Context: an optimization exercise on an open-source flow, tuned for a short achievable clock period and few clock cycles. The choices shown serve that exercise and are no tape-out recipe.
RTL that was checked went through simulation tests only; none was proved equivalent to the original.

Design toplevel, start of the top module:
module toplevel(
    input  wire clk,
    input  wire rst,
    output wire [7:0] imem_addr,
    input  wire [7:0] imem_data,
    output wire [7:0] dmem_addr,
    output wire [7:0] dmem_wdata,
    output wire       dmem_we,
    input  wire [7:0] dmem_rdata
);
    reg [7:0] fpc;
    reg [7:0] r0, r1, r2, r3, r4, r5, r6, r7;
    reg [7:0] op_a, op_b;               
    reg [7:0] st_data, st_addr;         
    reg       e_add, e_sub, e_and, e_or, e_xor, e_load, e_store;
    reg [7:0] e_we;                     
    wire [7:0] sum  = op_a + op_b;
    wire [7:0] diff = op_a - op_b;
    wire [7:0] res  = ({8{e_add}}  & sum)
                    | ({8{e_sub}}  & diff)
                    | ({8{e_and}}  & (op_a & op_b))
                    | ({8{e_or}}   & (op_a | op_b))
                    | ({8{e_xor}}  & (op_a ^ op_b))
                    | ({8{e_load}} & dmem_rdata);
    assign dmem_addr  = st_addr;
    assign dmem_wdata = st_data;
    assign dmem_we    = e_store;
    wire [7:0] ins = imem_data;
    wire [2:0] f_op = ins[7:5];
    wire [2:0] f_rd = ins[4:2];
    wire [1:0] f_rs = ins[1:0];
  ...
Size in the first run: roughly 590 cells after synthesis, ~5700 µm² of cells after synthesis.
==> flow/config.mk <==
export PLATFORM = sky130hd
export DESIGN_NAME = toplevel
export DESIGN_NICKNAME = toplevel
export VERILOG_FILES = /design/flow/design.v
export SDC_FILE = /design/flow/constraint.sdc
export NUM_CORES = 4
export LEC_CHECK = 0
export ABC_CLOCK_PERIOD_IN_PS = 1500
export CAP_MARGIN = 20
export CORE_MARGIN = 2
export CORE_UTILIZATION = 40
export SETUP_SLACK_MARGIN = 3.5
export SLEW_MARGIN = 20
==> flow/constraint.sdc <==
create_clock -name core_clock -period 5.0 [get_ports {clk}]
set_input_delay 1.0000 -clock core_clock [delete_from_list [all_inputs] [get_ports {clk}]]
set_output_delay 1.0000 -clock core_clock [all_outputs]
set_load 0.01 [all_outputs]
run.sh (not shown) runs the stock make flow with config.mk's settings and CLKGATE_MAP_FILE= SYNTH_SCRIPT=/design/flow/synth_recipe.tcl, a recipe that flattens the netlist after the stock synthesis.
The first run went through all stages and came out clean.
Then changed:
--- a/flow/config.mk
+++ b/flow/config.mk
@@ -8 +7,0 @@
-export ABC_CLOCK_PERIOD_IN_PS = 1500
Outcome: The new run finished with timing, DRC and antenna clean. Die area is unchanged. Cell area is unchanged. Setup slack is unchanged. Sequential share of layout area does not change. Clock skew stays the same. Core utilization stays the same.
Function was not checked in any run of this note: the RTL went through the layout flow alone.

---

Setup of exp/harbor:
The RTL this note starts from:
==> flow/design.v <==
module toplevel(
    input  wire clk,
    input  wire rst,
    output wire [7:0] imem_addr,
    input  wire [7:0] imem_data,
    output wire [7:0] dmem_addr,
    output wire [7:0] dmem_wdata,
    output wire       dmem_we,
    input  wire [7:0] dmem_rdata
);
    reg [7:0] fpc;
    reg [7:0] r0, r1, r2, r3, r4, r5, r6, r7;
    reg [7:0] op_a, op_b;               
    reg [7:0] op_bs;                    
    reg [7:0] st_data, st_addr;         
    reg       e_arith, e_sub, e_and, e_or, e_xor, e_load, e_store;
    reg [7:0] e_we;                     
    reg [7:0] w_res;
    reg [7:0] w_we;                     
    wire [7:0] sum   = op_a + op_bs + {7'd0, e_sub};
    wire [7:0] other = ({8{e_and}}  & (op_a & op_b))
                     | ({8{e_or}}   & (op_a | op_b))
                     | ({8{e_xor}}  & (op_a ^ op_b))
                     | ({8{e_load}} & dmem_rdata);
    wire [7:0] res   = e_arith ? sum : other;
    assign dmem_addr  = st_addr;
    assign dmem_wdata = st_data;
    assign dmem_we    = e_store;
    wire [7:0] q0 = w_we[0] ? w_res : r0;
    wire [7:0] q1 = w_we[1] ? w_res : r1;
    wire [7:0] q2 = w_we[2] ? w_res : r2;
    wire [7:0] q3 = w_we[3] ? w_res : r3;
    wire [7:0] q4 = w_we[4] ? w_res : r4;
    wire [7:0] q5 = w_we[5] ? w_res : r5;
    wire [7:0] q6 = w_we[6] ? w_res : r6;
    wire [7:0] q7 = w_we[7] ? w_res : r7;
    always @(posedge clk or posedge rst) begin
        if (rst) begin
            r0 <= 8'd0; r1 <= 8'd0; r2 <= 8'd0; r3 <= 8'd0;
            r4 <= 8'd0; r5 <= 8'd0; r6 <= 8'd0; r7 <= 8'd0;
        end else begin
            r0 <= q0; r1 <= q1; r2 <= q2; r3 <= q3;
            r4 <= q4; r5 <= q5; r6 <= q6; r7 <= q7;
        end
    end
    wire [7:0] ins = imem_data;
    wire [2:0] f_op = ins[7:5];
    wire [2:0] f_rd = ins[4:2];
    wire [1:0] f_rs = ins[1:0];
    reg [7:0] rd_val, rs_val;
    reg       hit_a, hit_b;
    always @(*) begin
        case (f_rd)
            3'd0: rd_val = q0;
            3'd1: rd_val = q1;
            3'd2: rd_val = q2;
            3'd3: rd_val = q3;
            3'd4: rd_val = q4;
            3'd5: rd_val = q5;
            3'd6: rd_val = q6;
            default: rd_val = q7;
        endcase
        case (f_rs)
            2'd0: rs_val = q0;
            2'd1: rs_val = q1;
            2'd2: rs_val = q2;
            default: rs_val = q3;
        endcase
        hit_a = e_we[f_rd];
        hit_b = e_we[{1'b0, f_rs}];
    end
    wire f_jmp   = (f_op == 3'b111);
    wire f_store = (f_op == 3'b110);
    wire f_sub   = (f_op == 3'b001);
    wire f_wr    = ~f_jmp & ~f_store;
    wire [7:0] a_next = hit_a ? res : rd_val;
    wire [7:0] b_next = hit_b ? res : rs_val;
    always @(posedge clk or posedge rst) begin
        if (rst) begin
            fpc <= 8'd0;
        end else if (f_jmp) begin
            if (!hit_b) fpc <= rs_val;
        end else begin
            fpc <= fpc + 8'd1;
        end
    end
    assign imem_addr = fpc;
    always @(posedge clk) begin
        op_a    <= a_next;
        op_b    <= b_next;
        op_bs   <= f_sub ? ~b_next : b_next;
        st_data <= a_next;
        st_addr <= b_next;
        w_res   <= res;
    end
    always @(posedge clk or posedge rst) begin
        if (rst) begin
            e_arith <= 1'b0; e_sub <= 1'b0; e_and <= 1'b0; e_or <= 1'b0;
            e_xor <= 1'b0; e_load <= 1'b0; e_store <= 1'b0;
            e_we <= 8'd0; w_we <= 8'd0;
        end else begin
            e_arith <= (f_op == 3'b000) | f_sub;
            e_sub   <= f_sub;
            e_and   <= (f_op == 3'b010);
            e_or    <= (f_op == 3'b011);
            e_xor   <= (f_op == 3'b100);
            e_load  <= (f_op == 3'b101);
            e_store <= f_store;
            e_we    <= f_wr ? (8'd1 << f_rd) : 8'd0;
            w_we    <= e_we;
        end
    end
endmodule
Settings: LEC_CHECK=0, CAP_MARGIN=20, CORE_MARGIN=2, CORE_UTILIZATION=40, SETUP_SLACK_MARGIN=3.0, SLEW_MARGIN=20; clock period 5.0 ns.
Testbench counts of exp/harbor, summed over its fixed seeds: cycles 49,571.
The inputs of exp/fjord differ from those of exp/harbor as listed below.
- SETUP_SLACK_MARGIN: 3.0 -> 4.5
==> flow/flow/run.sh (new file) <==
#!/bin/bash
# Standard ORFS layout, with the port buffers inserted as buf_4 cells instead of
# the resizer's default choice (a slow delay buffer).
set -euo pipefail
bash standard.sh "BUFFER_PORTS_ARGS=-buffer_cell sky130_fd_sc_hd__buf_4" finish > standard.log 2>&1
==> flow/standard.sh (new file) <==
#!/bin/bash
# synth_recipe.tcl (not shown) runs the flow's synth.tcl, then flattens the netlist and writes it again
# the make line also repeats each setting of config.mk as NAME=value (left out here)
make -C /OpenROAD-flow-scripts/flow DESIGN_CONFIG=/design/flow/config.mk WORK_HOME=/design/flow/orfs CLKGATE_MAP_FILE= SYNTH_SCRIPT=/design/flow/synth_recipe.tcl "${@:-finish}"
removed: flow/run.sh
Results
- exp/fjord closes out successfully: all stages finished, all timing, DRC and antenna checks passed.
- Sum of routed wire segments on met1 ends up higher on exp/fjord.
- Measured against each other, exp/harbor and exp/fjord differ in period utilization, the lower figure coming from exp/fjord.
- Via count, exp/fjord vs exp/harbor: up by more than 10%
- Between exp/harbor and exp/fjord, the total wirelength of the detailed-routed design is lower for exp/harbor.
- Comparing exp/harbor and exp/fjord, sequential share of layout area is higher on exp/harbor.
Here is what was changed in the inputs of exp/garnet compared with exp/fjord.
- changing SETUP_SLACK_MARGIN from 4.5 to 3.5
==> flow/flow/run.sh <==
#!/bin/bash
# Standard ORFS layout with two changes: the port buffers are inserted as buf_4
# cells instead of the resizer's default choice (a slow delay buffer), and
# synthesis leaves adders to ABC instead of mapping them to full-adder cells.
set -euo pipefail
bash standard.sh "ADDER_MAP_FILE=" "BUFFER_PORTS_ARGS=-buffer_cell sky130_fd_sc_hd__buf_4" finish > standard.log 2>&1
--- outcome ---
Note that the count of instances resized after the clock tree is built recorded for exp/garnet amounts to 0.54 times the value seen in exp/fjord.
Number of H-tree branching levels: exp/garnet vs exp/fjord identical
Maximum buffer depth of the clock tree: exp/fjord vs exp/garnet identical
Taking exp/fjord as the reference point, the final instance area of exp/garnet falls by about 17%.
Against exp/fjord as the reference, exp/garnet delivers a lower global-route wire length before repair.

## what the ideal ports hide
No port has a modelled driver above. Below, the same layouts with a new extraction and two added sets of constraints. Step 1, drivers: a clkbuf_16 drives clk and a buf_2 each remaining input, both assumed. Step 2 times the ports against the registers' clock, not the clock port: input delays grow and output delays shrink by t, the midpoint of the rising clock arrivals with the driver on. Slacks: no drivers / after step 1 / after step 2; pairs: no drivers / after step 1.
run | t, ns | setup slack, ns | pins driven straight from the clock port
the first run of note 1 | 0.388 | 2.740 / 2.740 / 2.528 | 1
the second run of note 1 | 0.388 | 2.740 / 2.740 / 2.528 | 1
exp/harbor | 0.460 | 2.790 / 2.790 / 2.360 | 1
exp/fjord | 0.472 | 2.823 / 2.823 / 2.430 | 1
exp/garnet | 0.457 | 2.949 / 2.866 / 2.409 | 1
After both steps setup and hold are still met in every run listed. For exp/garnet, which loses most, drivers alone change the setup slack by -0.083 ns; drivers and shift together by -0.540 ns.
